Context: an optimization exercise on an open-source flow, tuned for small area, a short achievable clock period and few clock cycles per item. The choices shown serve that exercise and are no tape-out recipe. Function was checked by simulation only, so behaviour that the tests miss may differ from the original. No activity file was given, so power comes from the tool's default toggle rates.

==> job 7957 <==
==> flow/design.v (excerpt) <==
module mac (
    input  wire        clk,
    input  wire        rst,
    input  wire [31:0] x,
    input  wire [31:0] y,
    input  wire        start,
    output wire [31:0] z,
    output wire        busy
  );
export LEC_CHECK = 0
export CAP_MARGIN = 20
export CORE_MARGIN = 2
export CORE_UTILIZATION = 40
export SETUP_SLACK_MARGIN = 2.3
export SLEW_MARGIN = 20
export SYNTH_HIERARCHICAL = 1
export SYNTH_MINIMUM_KEEP_SIZE = 0
create_clock -name core_clock -period 7.0 [get_ports {clk}]
standard.sh (not shown) runs the stock make flow with config.mk's settings and CLKGATE_MAP_FILE= SYNTH_SCRIPT=/design/flow/synth_recipe.tcl, a recipe that flattens the netlist after the stock synthesis.
==> flow/flow/run.sh <==
#!/bin/bash
# The standard layout (standard.sh), with port buffers of the given cell instead
# of the one buffer_ports picks by default.  make's output goes to standard.log;
# ORFS keeps each step's log under orfs/logs.
set -euo pipefail
export BUFFER_PORTS_ARGS="-buffer_cell sky130_fd_sc_hd__buf_2"
bash standard.sh > standard.log 2>&1
==> inputs of job 3614, as changes to job 7957 <==
--- a/flow/config.mk
+++ b/flow/config.mk
@@ -9,5 +9,5 @@
 export CORE_MARGIN = 2
 export CORE_UTILIZATION = 40
-export SETUP_SLACK_MARGIN = 2.3
+export SETUP_SLACK_MARGIN = 2.45
 export SLEW_MARGIN = 20
 export SYNTH_HIERARCHICAL = 1
==> inputs of job 7364, as changes to job 7957 <==
--- a/flow/config.mk
+++ b/flow/config.mk
@@ -9,4 +9,5 @@
 export CORE_MARGIN = 2
 export CORE_UTILIZATION = 40
+export GPL_ROUTABILITY_DRIVEN = 0
 export SETUP_SLACK_MARGIN = 2.3
 export SLEW_MARGIN = 20
==> qor summary <==
quantity	job 7364	job 7957	job 3614
Run status	no timing/DRC/antenna violations	no timing/DRC/antenna violations	no timing/DRC/antenna violations
Fillcell total	1,777	1,764	1,678
Gpl congestion	-	0.9410	0.9376
Sum of routed wire segments on met1	7835 µm	7778 µm	8107 µm
Met2 global-route usage	38.49%	37.27%	38.36%
Aggregate global-route resource usage	22.25%	22.27%	22.25%
Clock share of power	5.4%	5.5%	4.9%
Setup crit start	x[19]	y[12]	x[1]
Post-CTS resize count	1	0	9
RSZ-0062 raised after global routing	true	false	false
Share of the clock period used by the worst path after layout	66.43%	65.57%	64.21%
Sequential share of power	14.2%	14.3%	13.0%
Clk power	220 µW	223 µW	219 µW
Power Total	4.077 mW	4.027 mW	4.430 mW
Flip-flop and latch power	577 µW	576 µW	578 µW
Leakage power figure	3.270 nW	3.268 nW	3.343 nW
GR met1 Demand/Resource	27.29%	27.53%	28.24%
Routed wire per std cell	22.19 µm	21.85 µm	21.80 µm
Final worst path period need	4650 ps	4590 ps	4495 ps
Fin nets	1,026	1,025	1,029
Share of power burned in combinational logic	80.4%	80.2%	82.0%
Power consumed by combinational cells	3.28 mW	3.23 mW	3.63 mW
Testbench counts of job 7957, summed over its fixed seeds: cycles 512, items 512.
Testbench counts of job 3614, summed over its fixed seeds: cycles 512, items 512.
Testbench counts of job 7364, summed over its fixed seeds: cycles 512, items 512.

---

==> wip/lagoon <==
mac again, from the RTL that the note above started with.
Settings: LEC_CHECK=0, CAP_MARGIN=20, CORE_MARGIN=2, CORE_UTILIZATION=40, SETUP_SLACK_MARGIN=2.4, SLEW_MARGIN=20, SYNTH_HIERARCHICAL=1, SYNTH_MINIMUM_KEEP_SIZE=0; clock period 7.0 ns.
==> flow/flow/run.sh <==
#!/bin/bash
# The standard layout (standard.sh), with port buffers of the given cell instead
# of the one buffer_ports picks by default.  make's output goes to standard.log;
# ORFS keeps each step's log under orfs/logs.
set -euo pipefail
export BUFFER_PORTS_ARGS="-buffer_cell sky130_fd_sc_hd__buf_1"
bash standard.sh > standard.log 2>&1
==> wip/raven: changes against wip/lagoon <==
--- a/flow/flow/run.sh
+++ b/flow/flow/run.sh
@@ -4,4 +4,4 @@
 # ORFS keeps each step's log under orfs/logs.
 set -euo pipefail
-export BUFFER_PORTS_ARGS="-buffer_cell sky130_fd_sc_hd__buf_1"
+export BUFFER_PORTS_ARGS="-buffer_cell sky130_fd_sc_hd__buf_2"
 bash standard.sh > standard.log 2>&1
Settings changed: SETUP_SLACK_MARGIN 2.4 to 2.35.
==> wip/garnet: changes against wip/lagoon <==
--- a/flow/flow/run.sh
+++ b/flow/flow/run.sh
@@ -4,4 +4,4 @@
 # ORFS keeps each step's log under orfs/logs.
 set -euo pipefail
-export BUFFER_PORTS_ARGS="-buffer_cell sky130_fd_sc_hd__buf_1"
+export BUFFER_PORTS_ARGS="-buffer_cell sky130_fd_sc_hd__buf_2"
 bash standard.sh > standard.log 2>&1
Settings changed: CTS_BUF_LIST from default to sky130_fd_sc_hd__clkbuf_8, SETUP_SLACK_MARGIN 2.4 to 2.3.
==> flow_metrics.py <==
metrics = {
    "final_layout": {
        "final_cell_mix": "206 x fa_1, 186 x nand2_1, 68 x and2_1",
        "design_area_um2": 8620,
        "clkCellAreaFrac_pct": 1.64,
        "nets": 1026,
        "seq-cell-share_pct": 13.2,
        "syn2layout_area_growth_pct": 12.3,
    },
    "grt": {
        "met3_usage_pct": 5.48,
        "grt_pass1_vias": 5993,
    },
    "setup_path": {
        "critical-path-slowest-cell": "fa_1",
        "cp_common_cell": "fa_1",
    },
    "routing": {
        "met1_length_um": 7870,
        "via_per_inst": 5.32,
    },
    "timing": {
        "tightest_slew_ns": 1.02,
    },
    "status": {
        "outcome": "no timing/DRC/antenna violations",
    },
}
The numbers above come from wip/lagoon.

==> flow_metrics.py <==
metrics = {
    "status": {
        "outcome": "no timing/DRC/antenna violations",
    },
    "timing": {
        "tightest_slew_ns": 0.944,
    },
    "pwr": {
        "irDropWorstVdd_mv": 0.328,
    },
    "final_layout": {
        "seq-cell-share_pct": 13.6,
        "design_area_um2": 8420,
        "nets": 1025,
        "syn2layout_area_growth_pct": 9.58,
    },
    "grt": {
        "grt_pass1_vias": 5956,
    },
    "placement": {
        "dpl_cell_area_um2": 8290,
    },
    "routing": {
        "routed_wl_um": 20500,
        "via_per_inst": 5.30,
    },
    "floorplanning": {
        "die_area_um2": 20300,
    },
    "synthesis": {
        "syn_area_um2": 7680,
        "synth.distinct_cells": 26,
    },
    "setup_path": {
        "cp_max_fo": 8,
        "cp_common_cell": "fa_1",
    },
    "cts": {
        "clk_pin_slew_worst_paths_ns": 0.08,
    },
}
The numbers above come from wip/garnet.

==> flow_metrics.py <==
metrics = {
    "setup_path": {
        "critical-path-slowest-cell": "fa_2",
        "critPathLaunch": "y[2]",
    },
    "final_layout": {
        "seq-cell-share_pct": 13.4,
        "final_cell_mix": "216 x fa_1, 188 x nand2_1, 92 x buf_2",
        "nets": 1025,
        "design_area_um2": 8510,
    },
    "grt": {
        "grt_use_met2_pct": 38.8,
        "grt_pass1_vias": 6033,
        "met3_usage_pct": 5.42,
    },
    "cts": {
        "cts_sinks": 38,
    },
    "timing": {
        "tightest_slew_ns": 0.943,
    },
    "routing": {
        "via_per_inst": 5.26,
        "met1_length_um": 7980,
    },
    "status": {
        "outcome": "no timing/DRC/antenna violations",
    },
    "placement": {
        "io_buffers": 97,
    },
}
The numbers above come from wip/raven.

Testbench counts of wip/lagoon, summed over its fixed seeds: cycles 512, items 512.
Testbench counts of wip/raven, summed over its fixed seeds: cycles 512, items 512.
Testbench counts of wip/garnet, summed over its fixed seeds: cycles 512, items 512.

-- re-timing with driven ports --
No port has a modelled driver above. Below, the same layouts with a new extraction and two added sets of constraints.
Step 1 sets driving cells, clkbuf_16 on the clock port and buf_2 on the other inputs (assumed; they add their load-dependent delay and slew).
Step 2 adds t to the input delays and takes it off the output delays; t is the mean of the earliest and latest rising clock arrival at the registers after step 1. Input paths then give back, and output paths get back, about the clock's delay inside the block.
Three values: ideal, step 1, step 2; two values: the first two.
| run | t, ns | slack for setup (ns) | clock arrival spread, ns | worst data-port slew with drivers (ns) |
|---|---|---|---|---|
| job 7957 | 0.329 | 2.410 / 2.418 / 2.089 | 0.006 / 0.006 | 0.06 |
| job 3614 | 0.331 | 2.505 / 2.508 / 2.177 | 0.005 / 0.006 | 0.06 |
| job 7364 | 0.334 | 2.350 / 2.357 / 2.024 | 0.005 / 0.005 | 0.05 |
| wip/lagoon | 0.336 | 2.456 / 2.465 / 2.129 | 0.007 / 0.008 | 0.06 |
| wip/raven | 0.335 | 2.395 / 2.416 / 2.081 | 0.008 / 0.007 | 0.05 |
| wip/garnet | 0.346 | 2.394 / 2.387 / 2.041 | 0.009 / 0.010 | 0.06 |
After both steps every run listed still meets setup and hold. For wip/garnet, which loses most, drivers alone change the setup slack by -0.007 ns; drivers and shift together by -0.353 ns.
